What follows belongs to an exercise in optimizing a design on an open flow for small area and a short achievable clock period; a production flow would make more cautious choices. The RTL was checked by simulation tests, not by an equivalence proof against the original design. Power figures rest on the tool's default switching activity, not on a simulated workload.

==> harbor: inputs <==
Design top_module, start of the top module:
module top_module (
    input clk,rst_n,
    input [31:0] instr,
    output [31:0] pc,
    output signed [31:0] result
);
    wire [5:0] op    = instr[31:26];
    wire [4:0] rs    = instr[25:21];
    wire [4:0] rt    = instr[20:16];
    wire [4:0] rd    = instr[15:11];
    wire [5:0] funct = instr[5:0];
    wire [31:0] imm  = {{16{instr[15]}}, instr[15:0]};
    wire is_r    = (op == 6'b000000);
    wire is_lw   = (op == 6'b100011);
    wire is_sw   = (op == 6'b101011);
    wire is_beq  = (op == 6'b000100);
    wire is_addi = (op == 6'b001000);
    wire is_j    = (op == 6'b000010);
    wire f_add = (funct == 6'b100000);
    wire f_sub = (funct == 6'b100010);
    wire f_or  = (funct == 6'b100101);
    wire f_slt = (funct == 6'b101010);
    wire r_and = is_r & ~(f_add | f_sub | f_or | f_slt);
    wire r_or  = is_r & f_or;
    wire r_slt = is_r & f_slt;
    wire sub    = is_beq | (is_r & (f_sub | f_slt));
    wire op_add = ~is_r | f_add | f_sub;
    wire alusrc = is_lw | is_sw | is_addi;
    reg  [29:0] PC;            
    assign pc = {PC, 2'b00};
    genvar i, b;
    wire [4:0]  wreg     = is_r ? rd : rt;
    wire        regwrite = is_r | is_lw | is_addi;
    wire [31:0] rwe      = (32'd1 << wreg) & {32{regwrite}} & 32'hFFFF_FFFE;
    reg  [31:0] rvalid;
    always @(posedge clk or negedge rst_n)
        if (!rst_n) rvalid <= 32'd0;
        else        rvalid <= rvalid | rwe;
    wire [31:0] sel1, sel1a, sel2;
    rsel dec1  (.a(rs), .valid(rvalid), .sel(sel1));
    rsel dec1a (.a(rs), .valid(rvalid), .sel(sel1a));
    rsel dec2  (.a(rt), .valid(rvalid), .sel(sel2));
    wire [31:0] rq [0:31];
    assign rq[0] = 32'd0;
    generate
        for (i = 1; i < 32; i = i + 1) begin : r
            reg  [31:0] d;
            always @(posedge clk)
  ...
==> module or8, before the edit <==
module or8 (input [7:0] s, input [7:0] d, output y);
    assign y = |(s & d);
endmodule
==> module or7, before the edit <==
module or7 (input [6:0] s, input [6:0] d, output y);
    assign y = |(s & d);
endmodule
==> module onehot_mux32f, before the edit <==
module onehot_mux32f (input [31:0] sel, input [31:0] d, output y);
    wire [3:0] h;
    wire [1:0] t;
    or8    g0 (.s(sel[7:0]),   .d(d[7:0]),   .y(h[0]));
    or8    g1 (.s(sel[15:8]),  .d(d[15:8]),  .y(h[1]));
    or8    g2 (.s(sel[23:16]), .d(d[23:16]), .y(h[2]));
    or8    g3 (.s(sel[31:24]), .d(d[31:24]), .y(h[3]));
    nor2g  u0 (.a(h[0]), .b(h[1]), .y(t[0]));
    nor2g  u1 (.a(h[2]), .b(h[3]), .y(t[1]));
    nand2g u2 (.a(t[0]), .b(t[1]), .y(y));
endmodule
==> module onehot_mux31f, before the edit <==
module onehot_mux31f (input [31:1] sel, input [31:1] d, output y);
    wire [3:0] h;
    wire [1:0] t;
    or8    g0 (.s(sel[8:1]),   .d(d[8:1]),   .y(h[0]));
    or8    g1 (.s(sel[16:9]),  .d(d[16:9]),  .y(h[1]));
    or8    g2 (.s(sel[24:17]), .d(d[24:17]), .y(h[2]));
    or7    g3 (.s(sel[31:25]), .d(d[31:25]), .y(h[3]));
    nor2g  u0 (.a(h[0]), .b(h[1]), .y(t[0]));
    nor2g  u1 (.a(h[2]), .b(h[3]), .y(t[1]));
    nand2g u2 (.a(t[0]), .b(t[1]), .y(y));
endmodule
==> module top_module, before the edit <==
module top_module (
    input clk,rst_n,
    input [31:0] instr,
    output [31:0] pc,
    output signed [31:0] result
);
    wire [5:0] op    = instr[31:26];
    wire [4:0] rs    = instr[25:21];
    wire [4:0] rt    = instr[20:16];
    wire [4:0] rd    = instr[15:11];
    wire [5:0] funct = instr[5:0];
    wire [31:0] imm  = {{16{instr[15]}}, instr[15:0]};
    wire is_r    = (op == 6'b000000);
    wire is_lw   = (op == 6'b100011);
    wire is_sw   = (op == 6'b101011);
    wire is_beq  = (op == 6'b000100);
    wire is_addi = (op == 6'b001000);
    wire is_j    = (op == 6'b000010);
    wire f_add = (funct == 6'b100000);
    wire f_sub = (funct == 6'b100010);
    wire f_or  = (funct == 6'b100101);
    wire f_slt = (funct == 6'b101010);
    wire r_and = is_r & ~(f_add | f_sub | f_or | f_slt);
    wire r_or  = is_r & f_or;
    wire r_slt = is_r & f_slt;
    wire sub    = is_beq | (is_r & (f_sub | f_slt));
    wire op_add = ~is_r | f_add | f_sub;
    wire alusrc = is_lw | is_sw | is_addi;
    reg  [29:0] PC;            
    assign pc = {PC, 2'b00};
    genvar i, b;
    wire [4:0]  wreg     = is_r ? rd : rt;
    wire        regwrite = is_r | is_lw | is_addi;
    wire [31:0] rwe      = (32'd1 << wreg) & {32{regwrite}} & 32'hFFFF_FFFE;
    reg  [31:0] rvalid;
    always @(posedge clk or negedge rst_n)
        if (!rst_n) rvalid <= 32'd0;
        else        rvalid <= rvalid | rwe;
    wire [31:0] sel1, sel1a, sel2;
    rsel dec1  (.a(rs), .valid(rvalid), .sel(sel1));
    rsel dec1a (.a(rs), .valid(rvalid), .sel(sel1a));
    rsel dec2  (.a(rt), .valid(rvalid), .sel(sel2));
    wire [31:0] rq [0:31];
    assign rq[0] = 32'd0;
    generate
        for (i = 1; i < 32; i = i + 1) begin : r
            reg  [31:0] d;
            always @(posedge clk)
                if (rwe[i]) d <= wdata;
            assign rq[i] = d;
        end
    endgenerate
    wire [31:0] RD1, RD2;
    wire [31:0] mdec, msel;
    reg  [31:0] mvalid;
    maddr_dec mad (.a(RD1[4:0]), .b(instr[4:0]), .valid(mvalid), .dec(msel));
    wire [4:0]  waddr = RD1[4:0] + instr[4:0];
    assign mdec = 32'd1 << waddr;
    wire [31:0] mwe   = mdec & {32{is_sw}};
    always @(posedge clk or negedge rst_n)
        if (!rst_n) mvalid <= 32'd0;
        else        mvalid <= mvalid | mwe;
    wire [31:0] mq [0:31];
    generate
        for (i = 0; i < 32; i = i + 1) begin : m
            reg  [31:0] d;
            always @(posedge clk)
                if (mwe[i]) d <= RD2;
            assign mq[i] = d;
        end
    endgenerate
    wire [31:0] mrd;
    generate
        for (b = 0; b < 32; b = b + 1) begin : rp
            wire [31:1] rcol;
            wire [31:0] mcol;
            for (i = 0; i < 32; i = i + 1) begin : c
                if (i > 0) assign rcol[i] = rq[i][b];
                assign mcol[i] = mq[i][b];
            end
            onehot_mux31f p1 (.sel(b < 5 ? sel1a[31:1] : sel1[31:1]), .d(rcol), .y(RD1[b]));
            onehot_mux31 p2 (.sel(sel2[31:1]), .d(rcol), .y(RD2[b]));
            onehot_mux32f p3 (.sel(msel), .d(mcol), .y(mrd[b]));
        end
    endgenerate
    wire [31:0] wdata;
    wire        eq;
    ALU alu (.A(RD1), .RD2(RD2), .imm(imm), .mrd(mrd), .alusrc(alusrc), .nalusrc(~alusrc), .sub(sub),
             .c_mem(is_lw), .c_add(~is_lw & op_add), .c_and(r_and), .c_or(r_or),
             .c_slt(r_slt), .result(result), .wdata(wdata), .eq(eq));
    wire [29:0] pc4  = PC + 30'd1;
    wire [29:0] pcbr = PC + imm[29:0] + 30'd1;
    wire        take = is_beq & eq;
    wire [29:0] pcn  = is_j ? {pc4[29:26], instr[25:0]} : (take ? pcbr : pc4);
    always @(posedge clk or negedge rst_n)
        if (!rst_n) PC <= 30'd0;
        else        PC <= pcn;
endmodule
==> flow/config.mk <==
export PLATFORM = sky130hd
export DESIGN_NAME = top_module
export DESIGN_NICKNAME = top_module
export VERILOG_FILES = /design/flow/design.v
export SDC_FILE = /design/flow/constraint.sdc
export NUM_CORES = 4
export LEC_CHECK = 0
export CAP_MARGIN = 20
export CORE_MARGIN = 2
export CORE_UTILIZATION = 50
export PLACE_DENSITY = 0.62
export SETUP_SLACK_MARGIN = 5
export SLEW_MARGIN = 20
export SYNTH_HIERARCHICAL = 1
==> flow/constraint.sdc <==
create_clock -name core_clock -period 16.0 [get_ports {clk}]
set_input_delay 3.2000 -clock core_clock [delete_from_list [all_inputs] [get_ports {clk}]]
set_output_delay 3.2000 -clock core_clock [all_outputs]
set_load 0.01 [all_outputs]
standard.sh (not shown) runs the stock make flow with config.mk's settings and CLKGATE_MAP_FILE= SYNTH_SCRIPT=/design/flow/synth_recipe.tcl, a recipe that flattens the netlist after the stock synthesis.
==> flow/flow/run.sh <==
#!/bin/bash
# Layout: the standard ORFS flow (standard.sh, unchanged synthesis),
# with these changes to how the layout is built:
#  - timing repair aims for 6 ns of setup slack instead of 5;
#  - ports are buffered with buf_4 cells (resizable within the buf family)
#    instead of the delay cell buffer_ports picks by default;
#  - clock tree synthesis adds no dummy loads;
#  - the clock tree is built from clkbuf_8 cells.
# make's full output goes to flow_make.log here; ORFS keeps each step's log
# under orfs/logs/.
set -euo pipefail
bash standard.sh \
  "SETUP_SLACK_MARGIN=6" \
  "BUFFER_PORTS_ARGS=-buffer_cell sky130_fd_sc_hd__buf_4" \
  "CTS_ARGS=-sink_clustering_enable -repair_clock_nets -dont_use_dummy_load -buf_list sky130_fd_sc_hd__clkbuf_8" \
  finish > flow_make.log 2>&1
==> sierra (differences from harbor) <==
--- a/flow/design.v
+++ b/flow/design.v
@@ -1353,34 +1353,6 @@
     nand2g ux (.a(sel[31]), .b(d[31]), .y(nx));
     ohtail t (.n(n), .nx(nx), .y(y));
 endmodule
-module or8 (input [7:0] s, input [7:0] d, output y);
-    assign y = |(s & d);
-endmodule
-module or7 (input [6:0] s, input [6:0] d, output y);
-    assign y = |(s & d);
-endmodule
-module onehot_mux32f (input [31:0] sel, input [31:0] d, output y);
-    wire [3:0] h;
-    wire [1:0] t;
-    or8    g0 (.s(sel[7:0]),   .d(d[7:0]),   .y(h[0]));
-    or8    g1 (.s(sel[15:8]),  .d(d[15:8]),  .y(h[1]));
-    or8    g2 (.s(sel[23:16]), .d(d[23:16]), .y(h[2]));
-    or8    g3 (.s(sel[31:24]), .d(d[31:24]), .y(h[3]));
-    nor2g  u0 (.a(h[0]), .b(h[1]), .y(t[0]));
-    nor2g  u1 (.a(h[2]), .b(h[3]), .y(t[1]));
-    nand2g u2 (.a(t[0]), .b(t[1]), .y(y));
-endmodule
-module onehot_mux31f (input [31:1] sel, input [31:1] d, output y);
-    wire [3:0] h;
-    wire [1:0] t;
-    or8    g0 (.s(sel[8:1]),   .d(d[8:1]),   .y(h[0]));
-    or8    g1 (.s(sel[16:9]),  .d(d[16:9]),  .y(h[1]));
-    or8    g2 (.s(sel[24:17]), .d(d[24:17]), .y(h[2]));
-    or7    g3 (.s(sel[31:25]), .d(d[31:25]), .y(h[3]));
-    nor2g  u0 (.a(h[0]), .b(h[1]), .y(t[0]));
-    nor2g  u1 (.a(h[2]), .b(h[3]), .y(t[1]));
-    nand2g u2 (.a(t[0]), .b(t[1]), .y(y));
-endmodule
 module rsel (input [4:0] a, input [31:0] valid, output [31:0] sel);
     assign sel = (32'd1 << a) & valid & 32'hFFFF_FFFE;
 endmodule
@@ -1493,9 +1465,9 @@
                 if (i > 0) assign rcol[i] = rq[i][b];
                 assign mcol[i] = mq[i][b];
             end
-            onehot_mux31f p1 (.sel(b < 5 ? sel1a[31:1] : sel1[31:1]), .d(rcol), .y(RD1[b]));
+            onehot_mux31 p1 (.sel(b < 5 ? sel1a[31:1] : sel1[31:1]), .d(rcol), .y(RD1[b]));
             onehot_mux31 p2 (.sel(sel2[31:1]), .d(rcol), .y(RD2[b]));
-            onehot_mux32f p3 (.sel(msel), .d(mcol), .y(mrd[b]));
+            onehot_mux32 p3 (.sel(msel), .d(mcol), .y(mrd[b]));
         end
     endgenerate
     wire [31:0] wdata;
==> flow/flow/run.sh (replaced) <==
#!/bin/bash
# Layout: the standard ORFS flow (standard.sh, unchanged synthesis),
# with these changes to how the layout is built:
#  - timing repair aims for 6 ns of setup slack instead of 5;
#  - ports are buffered with buf_4 cells (resizable within the buf family)
#    instead of the delay cell buffer_ports picks by default;
#  - clock tree synthesis adds no dummy loads and clusters up to 20 flops
#    per clkbuf_16 leaf buffer.
# make's full output goes to flow_make.log here; ORFS keeps each step's log
# under orfs/logs/.
set -euo pipefail
bash standard.sh \
  "SETUP_SLACK_MARGIN=6" \
  "BUFFER_PORTS_ARGS=-buffer_cell sky130_fd_sc_hd__buf_4" \
  "CTS_ARGS=-sink_clustering_enable -repair_clock_nets -dont_use_dummy_load -buf_list sky130_fd_sc_hd__clkbuf_16 -sink_clustering_size 20 -sink_clustering_max_diameter 100" \
  finish > flow_make.log 2>&1
- CELL_PAD_IN_SITES_DETAIL_PLACEMENT: default -> 1
- CORE_UTILIZATION: 50 -> 45
- PLACE_DENSITY: 0.62 -> 0.6
==> xenon (differences from harbor) <==
--- a/flow/design.v
+++ b/flow/design.v
@@ -1353,34 +1353,6 @@
     nand2g ux (.a(sel[31]), .b(d[31]), .y(nx));
     ohtail t (.n(n), .nx(nx), .y(y));
 endmodule
-module or8 (input [7:0] s, input [7:0] d, output y);
-    assign y = |(s & d);
-endmodule
-module or7 (input [6:0] s, input [6:0] d, output y);
-    assign y = |(s & d);
-endmodule
-module onehot_mux32f (input [31:0] sel, input [31:0] d, output y);
-    wire [3:0] h;
-    wire [1:0] t;
-    or8    g0 (.s(sel[7:0]),   .d(d[7:0]),   .y(h[0]));
-    or8    g1 (.s(sel[15:8]),  .d(d[15:8]),  .y(h[1]));
-    or8    g2 (.s(sel[23:16]), .d(d[23:16]), .y(h[2]));
-    or8    g3 (.s(sel[31:24]), .d(d[31:24]), .y(h[3]));
-    nor2g  u0 (.a(h[0]), .b(h[1]), .y(t[0]));
-    nor2g  u1 (.a(h[2]), .b(h[3]), .y(t[1]));
-    nand2g u2 (.a(t[0]), .b(t[1]), .y(y));
-endmodule
-module onehot_mux31f (input [31:1] sel, input [31:1] d, output y);
-    wire [3:0] h;
-    wire [1:0] t;
-    or8    g0 (.s(sel[8:1]),   .d(d[8:1]),   .y(h[0]));
-    or8    g1 (.s(sel[16:9]),  .d(d[16:9]),  .y(h[1]));
-    or8    g2 (.s(sel[24:17]), .d(d[24:17]), .y(h[2]));
-    or7    g3 (.s(sel[31:25]), .d(d[31:25]), .y(h[3]));
-    nor2g  u0 (.a(h[0]), .b(h[1]), .y(t[0]));
-    nor2g  u1 (.a(h[2]), .b(h[3]), .y(t[1]));
-    nand2g u2 (.a(t[0]), .b(t[1]), .y(y));
-endmodule
 module rsel (input [4:0] a, input [31:0] valid, output [31:0] sel);
     assign sel = (32'd1 << a) & valid & 32'hFFFF_FFFE;
 endmodule
@@ -1493,9 +1465,9 @@
                 if (i > 0) assign rcol[i] = rq[i][b];
                 assign mcol[i] = mq[i][b];
             end
-            onehot_mux31f p1 (.sel(b < 5 ? sel1a[31:1] : sel1[31:1]), .d(rcol), .y(RD1[b]));
+            onehot_mux31 p1 (.sel(b < 5 ? sel1a[31:1] : sel1[31:1]), .d(rcol), .y(RD1[b]));
             onehot_mux31 p2 (.sel(sel2[31:1]), .d(rcol), .y(RD2[b]));
-            onehot_mux32f p3 (.sel(msel), .d(mcol), .y(mrd[b]));
+            onehot_mux32 p3 (.sel(msel), .d(mcol), .y(mrd[b]));
         end
     endgenerate
     wire [31:0] wdata;
==> flow/flow/run.sh (replaced) <==
#!/bin/bash
# Layout: the standard ORFS flow (standard.sh, unchanged synthesis),
# with these changes to how the layout is built:
#  - timing repair aims for 6 ns of setup slack instead of 5;
#  - ports are buffered with buf_4 cells (resizable within the buf family)
#    instead of the delay cell buffer_ports picks by default;
#  - clock tree synthesis adds no dummy loads and clusters up to 20 flops
#    per clkbuf_16 leaf buffer.
# make's full output goes to flow_make.log here; ORFS keeps each step's log
# under orfs/logs/.
set -euo pipefail
bash standard.sh \
  "SETUP_SLACK_MARGIN=6" \
  "BUFFER_PORTS_ARGS=-buffer_cell sky130_fd_sc_hd__buf_4" \
  "CTS_ARGS=-sink_clustering_enable -repair_clock_nets -dont_use_dummy_load -buf_list sky130_fd_sc_hd__clkbuf_16 -sink_clustering_size 20 -sink_clustering_max_diameter 100" \
  finish > flow_make.log 2>&1
==> comparison table <==
Global Route met3 Usage: xenon 5.80%; harbor 8.58%; sierra 4.65%
Buffers plus inverters on the worst setup path: xenon 5; harbor 6; sierra 5
Clock-pin slew of the registers on the worst-case setup and hold paths: xenon 0.08 ns; harbor 0.05 ns; sierra 0.10 ns
M1 wire length: xenon 104 mm; harbor 113 mm; sierra 111 mm
Initial antenna violation count: xenon 4; harbor 6; sierra 2
Outcome: xenon timing/DRC/antenna clean; harbor timing/DRC/antenna clean; sierra timing/DRC/antenna clean
Die outline width: xenon 416 µm; harbor 419 µm; sierra 438 µm
Post-layout power: xenon 10.0 mW; harbor 11.1 mW; sierra 10.1 mW
Min Hold Slack: xenon 0.472 ns; harbor 0.457 ns; sierra 0.473 ns
Non-clock buffers: xenon 461; harbor 532; sierra 455
1st-iter DRT viols: xenon 12300; harbor 11000; sierra 11400
Clock Tree Root: xenon clkbuf_16; harbor clkbuf_8; sierra clkbuf_16
Source of the critical timing path: xenon instr[21]; harbor instr[19]; sierra instr[17]
WL final: xenon 295 mm; harbor 314 mm; sierra 308 mm
# H-tree levels: xenon 3; harbor 5; sierra 3

==> re-timing with driven ports <==
The results above use ideal ports. As a check the final layouts listed here were re-extracted and re-timed, cells and wires unchanged.
Step 1 sets driving cells, clkbuf_16 on the clock port and buf_2 on the other inputs (assumed; they add their load-dependent delay and slew).
Step 2 adds t to the input delays and takes it off the output delays; t is the mean of the earliest and latest rising clock arrival at the registers after step 1. Input paths then give back, and output paths get back, about the clock's delay inside the block.
a / b / c = ideal ports / drivers / drivers and shift; a / b = the first two.
run | t (ns) | setup WS [ns] | worst hold slack (ns) | worst setup path at the end | latest minus earliest clock arrival (ns)
harbor | 1.123 | 4.993 / 4.928 / 4.729 | 0.457 / 0.457 / 0.457 | input to register | 0.114 / 0.114
sierra | 0.891 | 4.877 / 4.828 / 4.031 | 0.473 / 0.473 / 0.473 | input to register | 0.057 / 0.057
xenon | 0.851 | 5.171 / 5.046 / 4.279 | 0.472 / 0.472 / 0.472 | input to register | 0.075 / 0.075
After both steps setup and hold are still met in every run listed. For xenon, which loses most, drivers alone change the setup slack by -0.125 ns; drivers and shift together by -0.892 ns.
